Source: an optimization exercise on an open RTL-to-GDS flow (aim: small area, a short achievable clock period and few clock cycles per item). Production flows keep margins and buffers that such runs may drop. Function was checked by simulation only, so behaviour that the tests miss may differ from the original. Power is estimated from default activity; no workload was simulated.

==> flow/design.v (excerpt) <==
module mlp_top (
    input  wire        clk,
    input  wire        reset_n,
    input  wire        ser_data,
    input  wire        data_ready,
    input  wire [1:0]  mode,
    output wire [18:0] w_addr,
    output wire        w_we,
    output wire [7:0]  w_wdata,
    input  wire [7:0]  w_rdata,
    output wire [9:0]  n_addr,
    output wire        n_we,
    output wire [7:0]  n_wdata,
    input  wire [7:0]  n_rdata,
    output wire [9:0]  b_addr,
    output wire        b_we,
    output wire [7:0]  b_wdata,
    input  wire [7:0]  b_rdata,
    output wire [9:0]  p1_addr,
    output wire        p1_we,
    output wire [7:0]  p1_wdata,
    input  wire [7:0]  p1_rdata,
    output wire [9:0]  p2_addr,
    output wire        p2_we,
    output wire [7:0]  p2_wdata,
    input  wire [7:0]  p2_rdata,
    output wire [3:0]  result_data,
    output wire        result_valid,
    output wire [7:0]  result_score
);
Size: about 870 cells after synthesis, roughly 8200 µm² of cells after synthesis.
==> module controller, before the edit <==
module controller (
    input  wire        clk,
    input  wire        reset_n,
    input  wire [1:0]  mode,
    input  wire [7:0]  sr,
    input  wire        sr_valid,
    input  wire        sr_last,
    output wire        sr_ld,
    output wire [7:0]  sr_ld_data,
    output wire [18:0] w_addr,
    output reg         w_we,
    output wire [7:0]  w_wdata,
    input  wire [7:0]  w_rdata,
    output wire [9:0]  n_addr,
    output reg         n_we,
    output wire [7:0]  n_wdata,
    input  wire [7:0]  n_rdata,
    output wire [9:0]  b_addr,
    output wire        b_we,
    output wire [7:0]  b_wdata,
    input  wire [7:0]  b_rdata,
    output wire [9:0]  p1_addr,
    output reg         p1_we,
    output wire [7:0]  p1_wdata,
    input  wire [7:0]  p1_rdata,
    output wire [9:0]  p2_addr,
    output wire        p2_we,
    output wire [7:0]  p2_wdata,
    input  wire [7:0]  p2_rdata,
    output reg  [3:0]  result_data,
    output reg         result_valid,
    output reg  [7:0]  result_score
);
    localparam [8:0] X_0   = 9'd1,   X_1   = 9'd2,   X_298 = 9'd314,
                     X_299 = 9'd116, X_303 = 9'd329, X_311 = 9'd491;
    localparam [9:0] Y_0   = 10'd1,   Y_1   = 10'd2,   Y_783 = 10'd997,
                     Y_785 = 10'd916, Y_786 = 10'd809, Y_933 = 10'd583,
                     Y_934 = 10'd142;
    reg [1:0]  mq;
    reg [8:0]  X;
    reg [9:0]  Y;
    reg        L2, L3;
    reg        run, busy;
    reg        IL, OL;      
    reg        f1, f2, f3;
    reg        lp1, lp2, lp3, lp4, lp5;
    reg [7:0]  wq, xq;
    reg [15:0] ps, pc, acc;
    reg        cy;
    wire [15:0] ms, mc;
    mul8_cs u_mul (.a(wq), .b(xq), .s(ms), .c(mc));
    wire [8:0] Xn = {X[7:0], X[8] ^ X[4]};
    wire [9:0] Yn = {Y[8:0], Y[9] ^ Y[6]};
    wire L1  = ~L2 & ~L3;
    wire ldw = (mq == 2'b01);
    wire ldb = (mq == 2'b10);
    wire inf = (mq == 2'b11);
    wire stepW = sr_valid & ldw;
    wire stepB = sr_valid & ldb;
    wire stepR = sr_valid & inf & ~busy;
    wire step  = stepW | stepB | run;
    wire il_next  = L2 ? (X == X_299) : L1 ? (Y == Y_783) : (Y == Y_934);
    wire ol_next  = L2 ? (Y == Y_933) : L1 ? (X == X_298) : (X == X_311);
    wire in_slot  = L2 ? (X == X_0) : L1 ? (Y == Y_0) : (Y == Y_785);
    wire il       = stepB | IL;
    wire drain_done = busy & ~run & lp5;
    wire newlayer = (step & il & OL & ~run) | drain_done;
    assign w_addr   = {X, Y};
    assign n_addr   = Y;
    assign p1_addr  = {1'b0, X};
    assign w_wdata  = sr;
    assign n_wdata  = sr;
    assign p1_wdata = sr;
    assign b_addr   = 10'd0;
    assign b_we     = 1'b0;
    assign b_wdata  = 8'd0;
    assign p2_addr  = 10'd0;
    assign p2_we    = 1'b0;
    assign p2_wdata = 8'd0;
    always @(posedge clk or negedge reset_n) begin
        if (!reset_n) begin
            mq   <= 2'b00;
            X    <= X_0;
            Y    <= Y_1;
            L2   <= 1'b0;
            L3   <= 1'b0;
            run  <= 1'b0;
            busy <= 1'b0;
            IL   <= 1'b0;
            OL   <= 1'b0;
        end else begin
            mq <= mode;
            if (newlayer) begin
                if (L1) begin
                    L2 <= 1'b1; X <= ldw ? X_1 : X_0; Y <= Y_785;
                end else if (L2) begin
                    L2 <= 1'b0; L3 <= 1'b1; X <= X_303; Y <= ldw ? Y_786 : Y_785;
                end else begin
                    L3 <= 1'b0; X <= X_0; Y <= ldw ? Y_0 : Y_1; busy <= 1'b0;
                end
                run <= busy & ~L3;
                IL  <= 1'b0;
                OL  <= 1'b0;
            end else if (step) begin
                if (!il) begin
                    if (L2) X <= Xn;
                    else    Y <= Yn;
                    IL <= il_next;
                end else begin
                    IL <= 1'b0;
                    OL <= ol_next;
                    if (L2) begin
                        X <= ldw ? X_1 : X_0;
                        Y <= Yn;
                    end else begin
                        Y <= L1 ? (ldw ? Y_1 : Y_0) : (ldw ? Y_786 : Y_785);
                        X <= Xn;
                    end
                    if (OL) run <= 1'b0;
                end
            end else if (stepR) begin
                if (IL) begin
                    Y <= Y_0; run <= 1'b1; busy <= 1'b1; IL <= 1'b0;
                end else begin
                    Y <= Yn; IL <= il_next;
                end
            end
        end
    end
    always @(posedge clk or negedge reset_n) begin
        if (!reset_n) begin
            lp1 <= 1'b0; lp2 <= 1'b0; lp3 <= 1'b0; lp4 <= 1'b0; lp5 <= 1'b0;
            result_valid <= 1'b0;
            w_we  <= 1'b0;
            n_we  <= 1'b0;
            p1_we <= 1'b0;
        end else begin
            lp1 <= run & IL;
            lp2 <= lp1; lp3 <= lp2; lp4 <= lp3; lp5 <= lp4;
            result_valid <= drain_done & L3;
            w_we  <= sr_last & (ldw | ldb);
            n_we  <= (sr_last & inf & ~busy) | (lp4 & L2);
            p1_we <= lp4 & L1;
        end
    end
    wire [15:0] a0  = acc & {16{~f3}};
    wire        cy0 = cy & ~f3;
    wire [15:0] s3  = a0 ^ ps ^ pc;
    wire [15:0] c3  = {(a0[14:0] & ps[14:0]) | (a0[14:0] & pc[14:0]) | (ps[14:0] & pc[14:0]), 1'b0};
    wire [8:0]  lo  = {1'b0, s3[7:0]} + {1'b0, c3[7:0]};
    wire [8:0]  hi  = {s3[15:8], 1'b1} + {c3[15:8], cy0};
    always @(posedge clk) begin
        f1 <= run & in_slot;
        f2 <= f1;
        f3 <= f2;
        wq <= w_rdata;
        xq <= f1 ? 8'd1 : L2 ? p1_rdata : n_rdata;
        ps <= ms;
        pc <= mc;
        acc <= {hi[8:1], lo[7:0]};
        cy  <= lo[8];
    end
    wire signed [7:0] h = acc[15:8] + {7'd0, cy};
    reg  [7:0] sig;
    always @(*) begin
        if (h < -8'sd24)
            sig = 8'd0;
        else if (h < -8'sd12)
            sig = h + 8'd34;
        else if (h < 8'sd12)
            sig = 8'd128 + {h[7], h[7:1]};
        else if (h < 8'sd24)
            sig = h + 8'd233;
        else
            sig = 8'd255;
    end
    assign sr_ld      = lp4;
    assign sr_ld_data = sig;
    wire [3:0] key = {X[6], X[5], X[3], X[0]};
    reg  [3:0] idx;
    always @(*) begin
        case (key)
            4'b0001: idx = 4'hF;    
            4'b0101: idx = 4'd1;
            4'b1011: idx = 4'd2;
            4'b0010: idx = 4'd3;
            4'b0111: idx = 4'd4;
            4'b1110: idx = 4'd5;
            4'b1101: idx = 4'd6;
            4'b1111: idx = 4'd7;
            4'b1001: idx = 4'd8;
            4'b0110: idx = 4'd9;
            default: idx = 4'd0;
        endcase
    end
    wire first_out = (key == 4'b0001);
    always @(posedge clk) begin
        if (lp5 & L3 & (first_out | (sr > result_score))) begin
            result_score <= sr;
            result_data  <= idx;
        end
    end
endmodule
clock: 7.0 ns
lec_check: 0
cap_margin: 20
core_margin: 2
core_utilization: 40
setup_slack_margin: 4.4
slew_margin: 20
standard.sh (not shown) runs the stock make flow with config.mk's settings and CLKGATE_MAP_FILE= SYNTH_SCRIPT=/design/flow/synth_recipe.tcl, a recipe that flattens the netlist after the stock synthesis.
==> flow/flow/run.sh <==
#!/bin/bash
# The standard layout (standard.sh), with buf_1 as the buffer that
# buffer_ports puts on every input and output port, in place of the cell it
# would pick by itself; timing repair still resizes it where timing needs.
# The make run's full output goes to standard.log; ORFS keeps each step's
# own log under orfs/logs/.
set -euo pipefail
export BUFFER_PORTS_ARGS="-buffer_cell sky130_fd_sc_hd__buf_1"
bash standard.sh > standard.log 2>&1
Testbench counts at the start, summed over its fixed seeds: cycles 2,307,584, images 8.
Change:
--- a/flow/design.v
+++ b/flow/design.v
@@ -58,23 +58,22 @@
     output wire [7:0]  p2_wdata,
     input  wire [7:0]  p2_rdata,
     output reg  [3:0]  result_data,
     output reg         result_valid,
     output reg  [7:0]  result_score
 );
-    localparam [8:0] X_0   = 9'd1,   X_1   = 9'd2,   X_298 = 9'd314,
-                     X_299 = 9'd116, X_303 = 9'd329, X_311 = 9'd491;
-    localparam [9:0] Y_0   = 10'd1,   Y_1   = 10'd2,   Y_783 = 10'd997,
-                     Y_785 = 10'd916, Y_786 = 10'd809, Y_933 = 10'd583,
-                     Y_934 = 10'd142;
+    localparam [8:0] X_0   = 9'd1,   X_1   = 9'd2,   X_299 = 9'd116,
+                     X_300 = 9'd233, X_303 = 9'd329, X_312 = 9'd471;
+    localparam [9:0] Y_0   = 10'd1,   Y_1   = 10'd2,   Y_784 = 10'd970,
+                     Y_785 = 10'd916, Y_786 = 10'd809, Y_934 = 10'd142,
+                     Y_935 = 10'd284;
     reg [1:0]  mq;
     reg [8:0]  X;
     reg [9:0]  Y;
     reg        L2, L3;
     reg        run, busy;
-    reg        IL, OL;      
     reg        f1, f2, f3;
     reg        lp1, lp2, lp3, lp4, lp5;
     reg [7:0]  wq, xq;
     reg [15:0] ps, pc, acc;
     reg        cy;
     wire [15:0] ms, mc;
@@ -86,18 +85,20 @@
     wire ldb = (mq == 2'b10);
     wire inf = (mq == 2'b11);
     wire stepW = sr_valid & ldw;
     wire stepB = sr_valid & ldb;
     wire stepR = sr_valid & inf & ~busy;
     wire step  = stepW | stepB | run;
-    wire il_next  = L2 ? (X == X_299) : L1 ? (Y == Y_783) : (Y == Y_934);
-    wire ol_next  = L2 ? (Y == Y_933) : L1 ? (X == X_298) : (X == X_311);
+    wire y_end    = L2 ? (Y == Y_934) : L1 ? (Y == Y_784) : (Y == Y_935);
+    wire x_end    = L2 ? (X == X_300) : L1 ? (X == X_299) : (X == X_312);
+    wire in_last  = L2 ? x_end : y_end;
+    wire out_last = L2 ? y_end : x_end;
     wire in_slot  = L2 ? (X == X_0) : L1 ? (Y == Y_0) : (Y == Y_785);
-    wire il       = stepB | IL;
+    wire il       = stepB | in_last;
     wire drain_done = busy & ~run & lp5;
-    wire newlayer = (step & il & OL & ~run) | drain_done;
+    wire newlayer = (step & il & out_last & ~run) | drain_done;
     assign w_addr   = {X, Y};
     assign n_addr   = Y;
     assign p1_addr  = {1'b0, X};
     assign w_wdata  = sr;
     assign n_wdata  = sr;
     assign p1_wdata = sr;
@@ -113,62 +114,55 @@
             X    <= X_0;
             Y    <= Y_1;
             L2   <= 1'b0;
             L3   <= 1'b0;
             run  <= 1'b0;
             busy <= 1'b0;
-            IL   <= 1'b0;
-            OL   <= 1'b0;
         end else begin
             mq <= mode;
             if (newlayer) begin
                 if (L1) begin
                     L2 <= 1'b1; X <= ldw ? X_1 : X_0; Y <= Y_785;
                 end else if (L2) begin
                     L2 <= 1'b0; L3 <= 1'b1; X <= X_303; Y <= ldw ? Y_786 : Y_785;
                 end else begin
                     L3 <= 1'b0; X <= X_0; Y <= ldw ? Y_0 : Y_1; busy <= 1'b0;
                 end
                 run <= busy & ~L3;
-                IL  <= 1'b0;
-                OL  <= 1'b0;
             end else if (step) begin
                 if (!il) begin
                     if (L2) X <= Xn;
                     else    Y <= Yn;
-                    IL <= il_next;
                 end else begin
-                    IL <= 1'b0;
-                    OL <= ol_next;
                     if (L2) begin
                         X <= ldw ? X_1 : X_0;
                         Y <= Yn;
                     end else begin
                         Y <= L1 ? (ldw ? Y_1 : Y_0) : (ldw ? Y_786 : Y_785);
                         X <= Xn;
                     end
-                    if (OL) run <= 1'b0;
+                    if (out_last) run <= 1'b0;
                 end
             end else if (stepR) begin
-                if (IL) begin
-                    Y <= Y_0; run <= 1'b1; busy <= 1'b1; IL <= 1'b0;
+                if (y_end) begin
+                    Y <= Y_0; run <= 1'b1; busy <= 1'b1;
                 end else begin
-                    Y <= Yn; IL <= il_next;
+                    Y <= Yn;
                 end
             end
         end
     end
     always @(posedge clk or negedge reset_n) begin
         if (!reset_n) begin
             lp1 <= 1'b0; lp2 <= 1'b0; lp3 <= 1'b0; lp4 <= 1'b0; lp5 <= 1'b0;
             result_valid <= 1'b0;
             w_we  <= 1'b0;
             n_we  <= 1'b0;
             p1_we <= 1'b0;
         end else begin
-            lp1 <= run & IL;
+            lp1 <= run & in_last;
             lp2 <= lp1; lp3 <= lp2; lp4 <= lp3; lp5 <= lp4;
             result_valid <= drain_done & L3;
             w_we  <= sr_last & (ldw | ldb);
             n_we  <= (sr_last & inf & ~busy) | (lp4 & L2);
             p1_we <= lp4 & L1;
         end
After rerunning:
- die area falls by 0.42%
- fmax falls by 0.76%
- synthesized area falls by 0.43%
- critical path depth falls by 1
- wire length rises by 11%
- via count falls by 0.50%
- clock power rises by 8.6%
- design area rises by 3.6%
- worst setup slack degrades by 0.020 ns
- hold slack stays flat
- synthesized cell count falls by 4.8%
- non-clock buffer count rises by 17
Testbench counts after the change, summed over its fixed seeds: cycles 2,307,584, images 8.

separate check: timing with driven ports:
How much do the figures lean on ideal ports? The routed layouts below were timed once more, with nothing changed but the port constraints. Step 1: set_driving_cell puts a clkbuf_16 on clk and a buf_2 on each other input, an assumption about the parent block. Step 2 moves the port delays by t, midway between the first and last clock arrival at a register: inputs arrive t later, outputs are due t later. That takes back most of the time a late clock gives input paths. Slacks: ideal / step 1 / step 2; pairs: ideal / step 1.
run	shift t [ns]	setup slack, ns	hold WS [ns]	worst slew at a driven data input, ns
the first run	0.464	4.337 / 4.337 / 4.337	0.326 / 0.326 / 0.326	0.04
the second run	0.462	4.317 / 4.317 / 4.317	0.326 / 0.326 / 0.326	0.04
After both steps setup and hold are still met in every run listed.
